Context: an optimization exercise on an open-source flow, tuned for small area. The choices shown serve that exercise and are no tape-out recipe. The RTL was checked by simulation tests, not by an equivalence proof against the original design.

==> job 3699: inputs <==
// tetris_game
module tetris_game
( clk, rst_n,
  right, left, rotateR, down,
  hsync_out, vsync_out, red_out, green_out, blue_out,
  vga_blank, vga_sync, score
);
input clk;
input rst_n;
input right;
input left;
input rotateR;
input down;
output hsync_out;
output vsync_out;
output red_out;
output green_out;
output blue_out;
output vga_blank;
output vga_sync;
output [7:0] score;
wire move_right;
wire move_left;
wire rotate_r;
wire change;
reg rotate_dly;
reg change_dly;
debouncer_module U2 ( .clk(clk), .rst_n(rst_n), .key_in(right),   .key_out(move_right) );
debouncer_module U3 ( .clk(clk), .rst_n(rst_n), .key_in(left),    .key_out(move_left) );
debouncer_module U4 ( .clk(clk), .rst_n(rst_n), .key_in(rotateR), .key_out(rotate_r) );
debouncer_module U5 ( .clk(clk), .rst_n(rst_n), .key_in(down),    .key_out(change) );
always @ ( posedge clk or negedge rst_n )
  if( !rst_n )
    begin
      rotate_dly <= 1'b0;
      change_dly <= 1'b0;
    end
  else
    begin
      rotate_dly <= rotate_r;
      change_dly <= change;
    end
wire [5:0] hq;
wire [4:0] hp;
wire [9:0] cv;
wire hact;
wire vact;
game_sync_module U13
( .clk(clk), .rst_n(rst_n), .hq(hq), .hp(hp), .cv(cv), .hact(hact), .vact(vact),
  .hsync_out(hsync_out), .vsync_out(vsync_out) );
wire [139:0] mp;
wire [15:0] ms;
wire [15:0] hs;
wire [15:0] es;
wire [3:0] c;
wire [8:0] uq;
wire ig;
tetris_control_module U6
  ...
==> module debouncer_module, before the edit <==
module debouncer_module
( clk, rst_n, key_in,
  key_out
);
input clk;
input rst_n;
input key_in;
output key_out;
reg key_in_dly1;
reg key_in_dly2;
reg [4:0] s;
always @ ( posedge clk or negedge rst_n )
  if( !rst_n )
    begin
      key_in_dly1 <= 1'b0;
      key_in_dly2 <= 1'b0;
    end
  else
    begin
      key_in_dly1 <= key_in;
      key_in_dly2 <= key_in_dly1;
    end
always @ ( posedge clk or negedge rst_n )
  if( !rst_n )
    s <= 5'd27;
  else if( key_in_dly2 )
    s <= 5'd0;
  else if( s != 5'd27 )
    s <= s + 1'b1;
assign key_out = ( s == 5'd26 );
endmodule
==> module map_window, before the edit <==
module map_window
( mp, r, c,
  win
);
input [139:0] mp;
input [3:0] r;
input [3:0] c;
output reg [29:0] win;         
wire [339:0] grid;             
genvar gi;
generate
  for( gi = 0; gi < 17; gi = gi + 1 )
    begin: grows
      if( gi < 14 )
        assign grid[gi * 20 +: 20] = { 5'b11111, mp[gi * 10 +: 10], 5'b11111 };
      else if( gi == 14 )
        assign grid[gi * 20 +: 20] = 20'hfffff;
      else
        assign grid[gi * 20 +: 20] = 20'h00000;
    end
endgenerate
reg [99:0] rowv;
always @ ( * )
  begin: sel
    integer a, b, k;
    rowv = 100'd0;
    for( a = 0; a < 5; a = a + 1 )
      for( k = 0; k < 13; k = k + 1 )
        if( r == k )
          rowv[a * 20 +: 20] = grid[( k + a ) * 20 +: 20];
    win = 30'd0;
    for( a = 0; a < 5; a = a + 1 )
      for( b = 0; b < 6; b = b + 1 )
        for( k = 3; k < 14; k = k + 1 )
          if( c == k )
            win[a * 6 + b] = rowv[a * 20 + k + b - 1];
  end
endmodule
==> module place_mask, before the edit <==
module place_mask
( ms, r, c, ld,
  place
);
input [15:0] ms;
input [3:0] r;
input [3:0] c;
input ld;
output reg [139:0] place;
reg [39:0] rowpat;
always @ ( * )
  begin: pl
    integer a, b, k;
    rowpat = 40'd0;
    for( a = 0; a < 4; a = a + 1 )
      for( b = 0; b < 10; b = b + 1 )
        for( k = 0; k < 4; k = k + 1 )
          if( !( ( a == 0 || a == 3 ) && ( k == 0 || k == 3 ) ) )
            if( ( b + 5 - k >= 3 ) && ( b + 5 - k <= 13 ) )
              rowpat[a * 10 + b] = rowpat[a * 10 + b] | ( ms[a * 4 + k] & ( c == b + 5 - k ) );
    place = 140'd0;
    for( a = 0; a < 14; a = a + 1 )
      for( k = 0; k < 4; k = k + 1 )
        if( a - k >= 0 && a - k <= 12 )
          place[a * 10 +: 10] = place[a * 10 +: 10] | ( { 10{ ld && ( r == a - k ) } } & rowpat[k * 10 +: 10] );
  end
endmodule
clock: 10.0 ns
lec_check: 0
abc_area: 1
cap_margin: 20
core_margin: 2
core_utilization: 25
place_density: 0.45
slew_margin: 20
run.sh (not shown) runs the stock make flow with config.mk's settings and CLKGATE_MAP_FILE= SYNTH_SCRIPT=/design/flow/synth_recipe.tcl, a recipe that flattens the netlist after the stock synthesis.
==> job 5192: changes against job 3699 <==
--- a/flow/design.v
+++ b/flow/design.v
@@ -21,12 +21,14 @@
       key_in_dly2 <= key_in_dly1;
     end
+assign key_out = ( s == 5'b10101 );
 always @ ( posedge clk or negedge rst_n )
   if( !rst_n )
-    s <= 5'd27;
+    s <= 5'd0;
   else if( key_in_dly2 )
+    s <= 5'd1;
+  else if( key_out )
     s <= 5'd0;
-  else if( s != 5'd27 )
-    s <= s + 1'b1;
-assign key_out = ( s == 5'd26 );
+  else
+    s <= { s[3:0], s[4] ^ s[2] };
 endmodule
 module enable_border_module
@@ -358,8 +360,8 @@
 input [3:0] c;
 output reg [29:0] win;         
-wire [339:0] grid;             
+wire [399:0] grid;             
 genvar gi;
 generate
-  for( gi = 0; gi < 17; gi = gi + 1 )
+  for( gi = 0; gi < 20; gi = gi + 1 )
     begin: grows
       if( gi < 14 )
@@ -371,19 +373,33 @@
     end
 endgenerate
+reg [159:0] t;
 reg [99:0] rowv;
+reg [44:0] tc;
 always @ ( * )
   begin: sel
     integer a, b, k;
+    t = 160'd0;
+    for( a = 0; a < 8; a = a + 1 )
+      for( k = 0; k < 4; k = k + 1 )
+        if( r[3:2] == k )
+          t[a * 20 +: 20] = grid[( 4 * k + a ) * 20 +: 20];
     rowv = 100'd0;
     for( a = 0; a < 5; a = a + 1 )
-      for( k = 0; k < 13; k = k + 1 )
-        if( r == k )
-          rowv[a * 20 +: 20] = grid[( k + a ) * 20 +: 20];
+      for( k = 0; k < 4; k = k + 1 )
+        if( r[1:0] == k )
+          rowv[a * 20 +: 20] = t[( k + a ) * 20 +: 20];
     win = 30'd0;
+    tc = 45'd0;
+    for( a = 0; a < 5; a = a + 1 )
+      for( b = 0; b < 9; b = b + 1 )
+        for( k = 0; k < 4; k = k + 1 )
+          if( c[3:2] == k && 4 * k + b - 1 >= 0 && 4 * k + b - 1 < 20 )
+            tc[a * 9 + b] = rowv[a * 20 + 4 * k + b - 1];
     for( a = 0; a < 5; a = a + 1 )
       for( b = 0; b < 6; b = b + 1 )
-        for( k = 3; k < 14; k = k + 1 )
-          if( c == k )
-            win[a * 6 + b] = rowv[a * 20 + k + b - 1];
+        for( k = 0; k < 4; k = k + 1 )
+          if( c[1:0] == k )
+            win[a * 6 + b] = tc[a * 9 + k + b];
+    win = win & 30'b001100_011110_111111_111111_011110;
   end
 endmodule
@@ -398,19 +414,31 @@
 output reg [139:0] place;
 reg [39:0] rowpat;
+reg [27:0] sh1;
+reg [69:0] u;
 always @ ( * )
   begin: pl
     integer a, b, k;
+    sh1 = 28'd0;
+    for( a = 0; a < 4; a = a + 1 )
+      for( b = 0; b < 7; b = b + 1 )
+        for( k = 0; k < 4; k = k + 1 )
+          if( b - k >= 0 && b - k <= 3 && !( ( a == 0 || a == 3 ) && ( b - k == 0 || b - k == 3 ) ) )
+            sh1[a * 7 + b] = sh1[a * 7 + b] | ( ms[a * 4 + b - k] & ( c[1:0] == k ) );
     rowpat = 40'd0;
     for( a = 0; a < 4; a = a + 1 )
       for( b = 0; b < 10; b = b + 1 )
         for( k = 0; k < 4; k = k + 1 )
-          if( !( ( a == 0 || a == 3 ) && ( k == 0 || k == 3 ) ) )
-            if( ( b + 5 - k >= 3 ) && ( b + 5 - k <= 13 ) )
-              rowpat[a * 10 + b] = rowpat[a * 10 + b] | ( ms[a * 4 + k] & ( c == b + 5 - k ) );
+          if( b + 5 - 4 * k >= 0 && b + 5 - 4 * k <= 6 )
+            rowpat[a * 10 + b] = rowpat[a * 10 + b] | ( sh1[a * 7 + b + 5 - 4 * k] & ( c[3:2] == k ) );
+    u = 70'd0;
+    for( a = 0; a < 7; a = a + 1 )
+      for( k = 0; k < 4; k = k + 1 )
+        if( a - k >= 0 && a - k <= 3 )
+          u[a * 10 +: 10] = u[a * 10 +: 10] | ( { 10{ r[1:0] == k } } & rowpat[( a - k ) * 10 +: 10] );
     place = 140'd0;
     for( a = 0; a < 14; a = a + 1 )
       for( k = 0; k < 4; k = k + 1 )
-        if( a - k >= 0 && a - k <= 12 )
-          place[a * 10 +: 10] = place[a * 10 +: 10] | ( { 10{ ld && ( r == a - k ) } } & rowpat[k * 10 +: 10] );
+        if( a - 4 * k >= 0 && a - 4 * k <= 6 )
+          place[a * 10 +: 10] = place[a * 10 +: 10] | ( { 10{ ld && ( r[3:2] == k ) } } & u[( a - 4 * k ) * 10 +: 10] );
   end
 endmodule
==> flow/flow/run.sh (new file) <==
#!/bin/bash
# Own layout flow: the ORFS layout, with two changes:
#  - synthesis maps the logic with the ABC script in abc.script (area-oriented
#    &dch/&nf mapping) in place of ORFS's abc_area.script; everything else in
#    synthesis is the standard flow's own script (registers and their names are unchanged);
#  - layout knobs from knobs.mk.
# Each tool's full output is kept in a log file in this folder (make_*.log and
# ORFS's own logs under orfs/logs).
set -euo pipefail
W=$(pwd)
F=$W/flow
ORFS_RESULTS=$W/orfs/results/$FLOW_PLATFORM/tetris_game/base

# synthesis: ORFS's synth.tcl with our ABC script
grep -q '^  log_cmd abc {\*}\$abc_args$' "$FLOW_HOME/scripts/synth.tcl"
sed 's|^  log_cmd abc {\*}\$abc_args$|  set abc_args [lreplace $abc_args [expr {[lsearch -exact $abc_args -script] + 1}] [expr {[lsearch -exact $abc_args -script] + 1}] '"$F"'/abc.script]\n  log_cmd abc {*}$abc_args|' \
  "$FLOW_HOME/scripts/synth.tcl" > "$W/synth_own.tcl"
grep -q 'source $::env(SCRIPTS_DIR)/synth.tcl' "$W/synth_recipe.tcl"
sed "s|source \$::env(SCRIPTS_DIR)/synth.tcl|source $W/synth_own.tcl|" "$W/synth_recipe.tcl" > "$W/own_synth.tcl"

KNOBS=$(grep -v '^#' "$F/knobs.mk" | tr '\n' ' ')
make -C "$FLOW_HOME" DESIGN_CONFIG="$FLOW_CONFIG" WORK_HOME="$W/orfs" CLKGATE_MAP_FILE= \
  SYNTH_SCRIPT="$W/own_synth.tcl" $KNOBS finish > "$W/make_finish.log" 2>&1

: # left out here: write the final layout as DEF
==> flow/flow/abc.script (new file) <==
strash
&get -n
&fraig -x
&put
dc2
strash
&get -n
&dch -f
&nf -R 1000
&put
==> flow/flow/knobs.mk (new file) <==
CORE_UTILIZATION=25
PLACE_DENSITY=0.45
CORE_MARGIN=2
CAP_MARGIN=20
SLEW_MARGIN=20
==> flow/standard.sh (new file) <==
#!/bin/bash
# synth_recipe.tcl (not shown) runs the flow's synth.tcl, then flattens the netlist and writes it again
# the make line also repeats each setting of config.mk as NAME=value (left out here)
make -C /OpenROAD-flow-scripts/flow DESIGN_CONFIG=/design/flow/config.mk WORK_HOME=/design/flow/orfs CLKGATE_MAP_FILE= SYNTH_SCRIPT=/design/flow/synth_recipe.tcl "${@:-finish}"
--- a/flow/config.mk
+++ b/flow/config.mk
@@ -6,5 +6,4 @@
 export NUM_CORES = 8
 export LEC_CHECK = 0
-export ABC_AREA = 1
 export CAP_MARGIN = 20
 export CORE_MARGIN = 2
removed: flow/run.sh
==> impl_metrics.py <==
metrics = {
    "status": {
        "status": "finished clean",
    },
    "synth": {
        "yosys.area_share.simple_pct": 16.3,
        "yosys-top-cells-area": "dfrtp_1 (47%), a21oi_1 (7.6%), nand2_1 (5.9%)",
    },
    "worst_setup_path": {
        "crit_top_cell": "o31a_1",
    },
    "layout": {
        "multi_input_area_sq_um": 16700,
    },
}
The numbers above come from job 5192.

==> impl_metrics.py <==
metrics = {
    "global_route": {
        "met3_usage_pct": 5.94,
    },
    "sta": {
        "setup-violations-final": 0,
    },
    "synth": {
        "yosys-top-cells-area": "dfrtp_1 (37%), nand2_1 (11%), o21ai_0 (9.4%)",
        "yosysTopAreaCell": "dfrtp_1",
    },
    "floorplan": {
        "placementRows": 146,
    },
    "status": {
        "status": "finished clean",
    },
    "layout": {
        "multi_input_area_sq_um": 20800,
    },
    "worst_hold_path": {
        "min_path_cells": 0,
    },
    "worst_setup_path": {
        "crit_top_cell": "nand2_1",
        "reg2reg_depth": 33,
    },
    "clock_tree": {
        "cts_root_buffer": "clkbuf_16",
    },
}
The numbers above come from job 3699.

-- separate check: timing with driven ports --
In the flow no input, the clock included, has a driving cell. The finished layouts below were timed again as built, in two steps.
Step 1 assumes that a clkbuf_16 drives the clock port and a buf_2 every other input.
Step 2 adds t to the input delays and takes it off the output delays; t is the mean of the earliest and latest rising clock arrival at the registers after step 1. Input paths then give back, and output paths get back, about the clock's delay inside the block.
Three values: ideal, step 1, step 2; two values: the first two.
run | t (ns) | slack for setup (ns) | clock arrival spread, ns | pins driven straight from the clock port
job 3699 | 0.790 | 3.792 / 3.792 / 3.792 | 0.032 / 0.033 | 1
job 5192 | 0.744 | 2.255 / 2.255 / 2.255 | 0.071 / 0.071 | 1
After both steps every run listed still meets setup and hold.
